What follows belongs to an exercise in optimizing a design on an open flow for a short achievable clock period and few clock cycles; a production flow would make more cautious choices.
Function was checked by simulation only, so behaviour that the tests miss may differ from the original.
Power and IR drop assume default switching activity.

== the previous run ==
## lc4_core
module lc4_core
   (input  wire        clk,
    input  wire        rst,
    output wire [15:0] o_cur_pc,
    input  wire [15:0] i_cur_insn,
    output wire [15:0] o_dmem_addr,
    input  wire [15:0] i_cur_dmem_data,
    output wire        o_dmem_we,
    output wire [15:0] o_dmem_towrite,
    output wire [1:0]  test_stall,
    output wire [15:0] test_cur_pc,
    output wire [15:0] test_cur_insn,
    output wire        test_regfile_we,
    output wire [2:0]  test_regfile_wsel,
    output wire [15:0] test_regfile_data,
    output wire        test_nzp_we,
    output wire [2:0]  test_nzp_new_bits,
    output wire        test_dmem_we,
    output wire [15:0] test_dmem_addr,
    output wire [15:0] test_dmem_data
    );
Size: roughly 6200 cells after synthesis, about 1100 flip-flops, about 170 I/O pins, roughly 61000 sq um of cells after synthesis.
export LEC_CHECK = 0
export CAP_MARGIN = 20
export CORE_MARGIN = 2
export CORE_UTILIZATION = 40
export SLEW_MARGIN = 20
create_clock -name core_clock -period 40.0 [get_ports {clk}]
standard.sh (not shown) runs the stock make flow with config.mk's settings and CLKGATE_MAP_FILE= SYNTH_SCRIPT=/design/flow/synth_recipe.tcl, a recipe that flattens the netlist after the stock synthesis.
==> flow/flow/run.sh <==
#!/bin/bash
set -euo pipefail
bash standard.sh SETUP_SLACK_MARGIN=31.2 GPL_TIMING_DRIVEN=1 SKIP_GATE_CLONING=1 MATCH_CELL_FOOTPRINT=0 finish > flow_make.log 2>&1
Every stage of the flow completed for the previous run, and the final layout passed the timing, design-rule and antenna checks.
Testbench counts of the previous run, summed over its fixed seeds: cycles 53,495.
The inputs of the current run differ from those of the previous run as listed below.
==> flow/flow/run.sh <==
#!/bin/bash
set -euo pipefail
bash standard.sh SETUP_SLACK_MARGIN=30.8 SKIP_GATE_CLONING=1 MATCH_CELL_FOOTPRINT=0 finish > flow_make.log 2>&1
Findings:
- Compared the previous run against the current run; number of buffers inserted to repair setup after CTS within noise.
- On routed wire length, the previous run tracks the current run almost exactly.
- Going from the previous run to the current run, total power after layout now sits at about the same level; share of the core filled with cells now sits at about the same level; share of power burned in combinational logic now sits at about the same level; non-clock buffer share of cell area now sits at about the same level.
- The cell area was comparable across the current run and the previous run.


== harbor ==
Another version of the RTL of lc4_core (not shown whole).
For scale: roughly 4000 cells after synthesis, roughly 560 flip-flops, ~170 I/O pins, ~35000 µm² of cells after synthesis.
make LEC_CHECK=0 CAP_MARGIN=20 CORE_MARGIN=2 CORE_UTILIZATION=40 SLEW_MARGIN=20 finish   # period 40.0 ns
run.sh (not shown) runs the stock make flow with config.mk's settings and CLKGATE_MAP_FILE= SYNTH_SCRIPT=/design/flow/synth_recipe.tcl, a recipe that flattens the netlist after the stock synthesis.
Stock flow here: none of the scripts above is used.
Testbench counts of harbor, summed over its fixed seeds: cycles 57,862.
The following lists how quartz was set up differently from harbor:
==> flow/flow/run.sh (new file) <==
#!/bin/bash
set -euo pipefail
bash standard.sh SETUP_SLACK_MARGIN=30.6 SKIP_GATE_CLONING=1 finish > flow_make.log 2>&1
==> flow/standard.sh (new file) <==
#!/bin/bash
# synth_recipe.tcl (not shown) runs the flow's synth.tcl, then flattens the netlist and writes it again
# the make line also repeats each setting of config.mk as NAME=value (left out here)
make -C /OpenROAD-flow-scripts/flow DESIGN_CONFIG=/design/flow/config.mk WORK_HOME=/design/flow/orfs CLKGATE_MAP_FILE= SYNTH_SCRIPT=/design/flow/synth_recipe.tcl "${@:-finish}"
removed: flow/run.sh
--- outcome ---
- Switching power total essentially unchanged between harbor and quartz.
- Of harbor and quartz, harbor shows the higher layout-stage area growth over the synthesis result, with quartz below it.
- On proportion of cell area spent on the clock network, harbor and quartz are basically level.
- Between quartz and harbor, the proportion of cell area occupied by registers figures differ only marginally.
- quartz ended with less final critical-path share of the clock period than harbor.
- quartz reached the final stage; the timing, design-rule and antenna checks on its layout passed.
- As of quartz, post-layout total power had fallen slightly compared to harbor.
- Post-route standard cell area excluding fillers of harbor is on par with quartz.
- Setup slack in quartz is larger than in harbor.
- Diff harbor..quartz | post-route worst hold slack | negligible
- Delta (quartz minus harbor): post-CTS resize count saw an increase, combinational group share of total power saw a decrease.

[what the ideal ports hide]
How much do the figures lean on ideal ports? The routed layouts below were timed once more, with nothing changed but the port constraints. Step 1, drivers: a clkbuf_16 drives clk and a buf_2 each remaining input, both assumed. Step 2, shift: input delay + t, output delay - t, t = (earliest + latest rising clock arrival at the registers) / 2. This alone moves slack from input paths to output paths. Three values: no drivers, after step 1, after step 2; two values: the first two.
| run | t, ns | slack for setup (ns) | worst setup path after step 2 | worst slew at a driven data input, ns |
|---|---|---|---|---|
| the previous run | 0.858 | 30.685 / 30.604 / 30.722 | input to register | 0.05 |
| the current run | 0.857 | 30.682 / 30.601 / 30.723 | input to register | 0.05 |
| harbor | 0.728 | 30.273 / 30.201 / 29.765 | input to register | 0.07 |
| quartz | 0.729 | 30.627 / 30.556 / 30.077 | input to register | 0.07 |
After both steps setup and hold are still met in every run listed. For quartz, which loses most, drivers alone change the setup slack by -0.071 ns; drivers and shift together by -0.550 ns.
